From an optimization exercise on the open Yosys and OpenROAD flow, aimed at small area and a short achievable clock period; shortcuts taken in it are not production practice.
Function was checked by simulation only, so behaviour that the tests miss may differ from the original.

==> flow/design.v (excerpt) <==
module advanced_hybrid_controller_fixed (
    input wire clk,
    input wire rst_n,
    input wire start,
    output reg done,
    output reg tile_start,
    input wire tile_done,
    output reg imc_mode,
    output wire simultaneous_rows,
    output wire [63:0] row_mask,
    input wire [15:0] zero_ops_skipped,
    input wire [15:0] total_ops_executed,
    input wire [15:0] imc_energy_savings,
    input wire [7:0] computation_snr,
    output reg dram_cmd_valid,
    output wire [1:0] dram_cmd_type,
    output wire [15:0] dram_cmd_addr,
    output wire [15:0] dram_write_data,
    output wire dram_accumulate_en,
    output wire [3:0] dram_bank_activate,
    output wire dram_simultaneous_access,
    output reg [1:0] precision_mode,
    output wire sparsity_optimize_en,
    output reg adaptive_imc_en,
    output wire [7:0] system_efficiency,
    output reg [15:0] total_energy_saved,
    output reg snr_too_low
);
Size: ~120 flip-flops, ~200 I/O pins, ~14000 sq um of cells after synthesis.
export LEC_CHECK = 0
export ABC_AREA = 1
export CAP_MARGIN = 20
export CORE_MARGIN = 2
export CORE_UTILIZATION = 65
export SLEW_MARGIN = 20
create_clock -name core_clock -period 130.0 [get_ports {clk}]
run.sh (not shown) runs the stock make flow with config.mk's settings and CLKGATE_MAP_FILE= SYNTH_SCRIPT=/design/flow/synth_recipe.tcl, a recipe that flattens the netlist after the stock synthesis.
Change:
==> flow/flow/run.sh (new file) <==
#!/bin/bash
# The standard layout, with the port buffers made from the smallest plain
# buffer (sky130_fd_sc_hd__buf_1) instead of the delay cell buffer_ports
# picks on its own. Every input and output port still gets its buffer.
set -euo pipefail
export BUFFER_PORTS_ARGS="-buffer_cell sky130_fd_sc_hd__buf_1"
bash standard.sh > standard_flow.log 2>&1
==> flow/standard.sh (new file) <==
#!/bin/bash
# synth_recipe.tcl (not shown) runs the flow's synth.tcl, then flattens the netlist and writes it again
# the make line also repeats each setting of config.mk as NAME=value (left out here)
make -C /OpenROAD-flow-scripts/flow DESIGN_CONFIG=/design/flow/config.mk WORK_HOME=/design/flow/orfs CLKGATE_MAP_FILE= SYNTH_SCRIPT=/design/flow/synth_recipe.tcl "${@:-finish}"
- CORE_UTILIZATION: 65 -> 80
- CTS_BUF_LIST: unset -> sky130_fd_sc_hd__clkbuf_8
removed: flow/run.sh
Outcome: Wire length came out higher by a few percent. Cell area came out lower by a little under a tenth. Non-clock buffer count came out lower by 1. Synthesized area does not change. Via count came out higher by a few percent. Register-to-register slack gets worse by 0.21 ns. Die area came out lower by about a fifth. Worst setup slack gets better by 0.14 ns.
Change:
- CORE_UTILIZATION: 80 -> 65
- CTS_BUF_LIST: sky130_fd_sc_hd__clkbuf_8 -> unset
Result:
- clock skew stays flat
- worst setup slack gets better by 0.13 ns
- non-clock buffer count came out higher by 1
- cell count climbs by about 2.5%
- die area climbs by about 22%
- design area went up by about 1.8%
- hold slack hardly moves


== try-umber ==
Another version of the RTL of advanced_hybrid_controller_fixed (not shown whole).
Size in the first run: roughly 1700 cells after synthesis, about 120 flip-flops, ~14000 sq um of cells after synthesis.
export LEC_CHECK = 0
export ABC_AREA = 1
export CAP_MARGIN = 20
export CORE_MARGIN = 2
export CORE_UTILIZATION = 80
export CTS_BUF_LIST = sky130_fd_sc_hd__clkbuf_8
export SLEW_MARGIN = 20
create_clock -name core_clock -period 130.0 [get_ports {clk}]
standard.sh (not shown) runs the stock make flow with config.mk's settings and CLKGATE_MAP_FILE= SYNTH_SCRIPT=/design/flow/synth_recipe.tcl, a recipe that flattens the netlist after the stock synthesis.
==> flow/flow/run.sh <==
#!/bin/bash
# The standard layout, with two changes: the port buffers are made from the
# smallest plain buffer (sky130_fd_sc_hd__buf_1) instead of the delay cell
# buffer_ports picks on its own (every input and output port still gets its
# buffer), and the constant outputs share synthesis's single tie cell of
# each kind instead of getting one tie cell each.
set -euo pipefail
export BUFFER_PORTS_ARGS="-buffer_cell sky130_fd_sc_hd__buf_1"
export SKIP_REPAIR_TIE_FANOUT=1
bash standard.sh > standard_flow.log 2>&1
The following lists how try-lagoon was set up differently from try-umber:
# try-umber
export LEC_CHECK = 0
export ABC_AREA = 1
export CAP_MARGIN = 20
export CORE_MARGIN = 2
export CORE_UTILIZATION = 80
export CTS_BUF_LIST = sky130_fd_sc_hd__clkbuf_8
export SLEW_MARGIN = 20
create_clock -name core_clock -period 130.0 [get_ports {clk}]
# try-lagoon
export LEC_CHECK = 0
export ABC_AREA = 1
export CAP_MARGIN = 20
export CORE_MARGIN = 2
export CORE_UTILIZATION = 90
export CTS_BUF_LIST = sky130_fd_sc_hd__clkbuf_8
export SLEW_MARGIN = 20
create_clock -name core_clock -period 130.0 [get_ports {clk}]
==> flow/flow/run.sh <==
#!/bin/bash
# The standard layout, with the port buffers made from the smallest plain
# buffer (sky130_fd_sc_hd__buf_1) instead of the delay cell buffer_ports
# picks on its own. Every input and output port still gets its buffer.
set -euo pipefail
export BUFFER_PORTS_ARGS="-buffer_cell sky130_fd_sc_hd__buf_1"
bash standard.sh > standard_flow.log 2>&1
The remaining runs in try-umber and try-lagoon completed every stage, whereas try-lagoon halted early. try-lagoon: GRT-0232 in global routing (5_1_grt) -> run aborted. Sort try-umber and try-lagoon by die height, descending, and try-umber comes first. try-umber -> try-lagoon: post-synthesis adder-cell area fraction delta 0, exact match. Going from try-umber to try-lagoon, initial cell density of the core +11 points; placement-stage cell area climbed about 0.56%.
Here is what was changed in the inputs of try-indigo compared with try-lagoon.
# try-lagoon
export LEC_CHECK = 0
export ABC_AREA = 1
export CAP_MARGIN = 20
export CORE_MARGIN = 2
export CORE_UTILIZATION = 90
export CTS_BUF_LIST = sky130_fd_sc_hd__clkbuf_8
export SLEW_MARGIN = 20
create_clock -name core_clock -period 130.0 [get_ports {clk}]
# try-indigo
export LEC_CHECK = 0
export ABC_AREA = 0
export CAP_MARGIN = 20
export CORE_MARGIN = 2
export CORE_UTILIZATION = 80
export CTS_BUF_LIST = sky130_fd_sc_hd__clkbuf_8
export SLEW_MARGIN = 20
create_clock -name core_clock -period 130.0 [get_ports {clk}]
==> flow/flow/run.sh <==
#!/bin/bash
# The standard layout, with three changes:
#  - the port buffers are made from the smallest plain buffer
#    (sky130_fd_sc_hd__buf_1) instead of the delay cell buffer_ports picks on
#    its own; every input and output port still gets its buffer;
#  - the constant outputs share synthesis's single tie cell of each kind
#    instead of getting one tie cell each;
#  - clock tree synthesis adds no dummy loads (the tree is otherwise the
#    standard one: same clustering, clkbuf_8 buffers from config.mk).
set -euo pipefail
export BUFFER_PORTS_ARGS="-buffer_cell sky130_fd_sc_hd__buf_1"
export SKIP_REPAIR_TIE_FANOUT=1
export CTS_ARGS="-sink_clustering_enable -repair_clock_nets -dont_use_dummy_load -buf_list sky130_fd_sc_hd__clkbuf_8"
bash standard.sh > standard_flow.log 2>&1
==> comparison <==
- try-indigo | stages: all done | timing, DRC, antenna: all pass
- Diff try-lagoon -> try-indigo | average size of a mapped cell | up by more than 10%
- Number of instances in the synthesized netlist for try-indigo: 226 down relative to try-lagoon
- Taking try-lagoon as the reference point, the die outline width of try-indigo rises by 8.0 microns.
- Post-synthesis share of cell area spent on and, or, nand and nor gates in try-indigo is 5.8 points below try-lagoon.
- Between try-indigo and try-lagoon, it is try-indigo whose mux cell area share after synthesis is higher, by 5.9 points.
- Fraction of registers with async set or reset after synthesis: try-indigo vs try-lagoon, no meaningful difference
- The HPWL reported at the end of detailed placement reported for try-indigo is smaller than that of try-lagoon by 12%.
- try-indigo vs try-lagoon, die height went up by 8.0 microns.
- Relative to try-lagoon, area fraction in compound gates after synthesis has increased by 3.0 points in try-indigo.
- The initial core utilization of try-indigo falls short of that of try-lagoon by 10 points.
For try-nickel, these inputs were changed with respect to try-indigo:
# try-indigo
export LEC_CHECK = 0
export ABC_AREA = 0
export CAP_MARGIN = 20
export CORE_MARGIN = 2
export CORE_UTILIZATION = 80
export CTS_BUF_LIST = sky130_fd_sc_hd__clkbuf_8
export SLEW_MARGIN = 20
create_clock -name core_clock -period 130.0 [get_ports {clk}]
# try-nickel
export LEC_CHECK = 0
export ABC_AREA = 1
export CAP_MARGIN = 20
export CORE_MARGIN = 2
export CORE_UTILIZATION = 85
export CTS_BUF_LIST = sky130_fd_sc_hd__clkbuf_8
export CTS_CLUSTER_SIZE = 30
export SLEW_MARGIN = 20
create_clock -name core_clock -period 130.0 [get_ports {clk}]
==> flow/flow/run.sh <==
#!/bin/bash
# The standard layout, with the port buffers made from the smallest plain
# buffer (sky130_fd_sc_hd__buf_1) instead of the delay cell buffer_ports
# picks on its own. Every input and output port still gets its buffer.
set -euo pipefail
export BUFFER_PORTS_ARGS="-buffer_cell sky130_fd_sc_hd__buf_1"
bash standard.sh > standard_flow.log 2>&1
==> comparison <==
Delta(worst stage delay on the critical path, try-nickel - try-indigo) > 0
Total length of routed wires was higher in try-nickel than in try-indigo.
try-nickel | stages: all done | timing, DRC, antenna: all pass
Re combined global-route utilization of all metal layers: try-indigo was lower than try-nickel.

==> what the ideal ports hide <==
Ports are ideal in the flow. The routed layouts listed here were re-timed in OpenROAD. Step 1 assumes that a clkbuf_16 drives the clock port and a buf_2 every other input. Step 2 times the ports against the registers' clock, not the clock port: input delays grow and output delays shrink by t, the midpoint of the rising clock arrivals with the driver on. a / b / c = no drivers / after step 1 / after step 2; a / b = the first two.
run	t (ns)	slack for setup (ns)	hold WS [ns]	worst setup path at the end
the first run of note 1	0.477	94.067 / 94.017 / 94.322	0.447 / 0.447 / 0.447	input to register
the second run of note 1	0.486	94.210 / 94.164 / 94.407	0.455 / 0.455 / 0.455	input to register
the third run of note 1	0.468	94.344 / 94.294 / 94.748	0.458 / 0.458 / 0.458	input to register
try-umber	0.503	94.942 / 94.899 / 95.025	0.451 / 0.451 / 0.451	input to register
try-indigo	0.483	93.562 / 93.517 / 94.000	0.471 / 0.471 / 0.471	register to output
try-nickel	0.504	94.880 / 94.836 / 94.757	0.470 / 0.470 / 0.470	input to register
After both steps setup and hold are still met in every run listed. The setup slack of try-nickel, which loses most, moves by -0.044 ns with the drivers and by -0.123 ns with both steps.
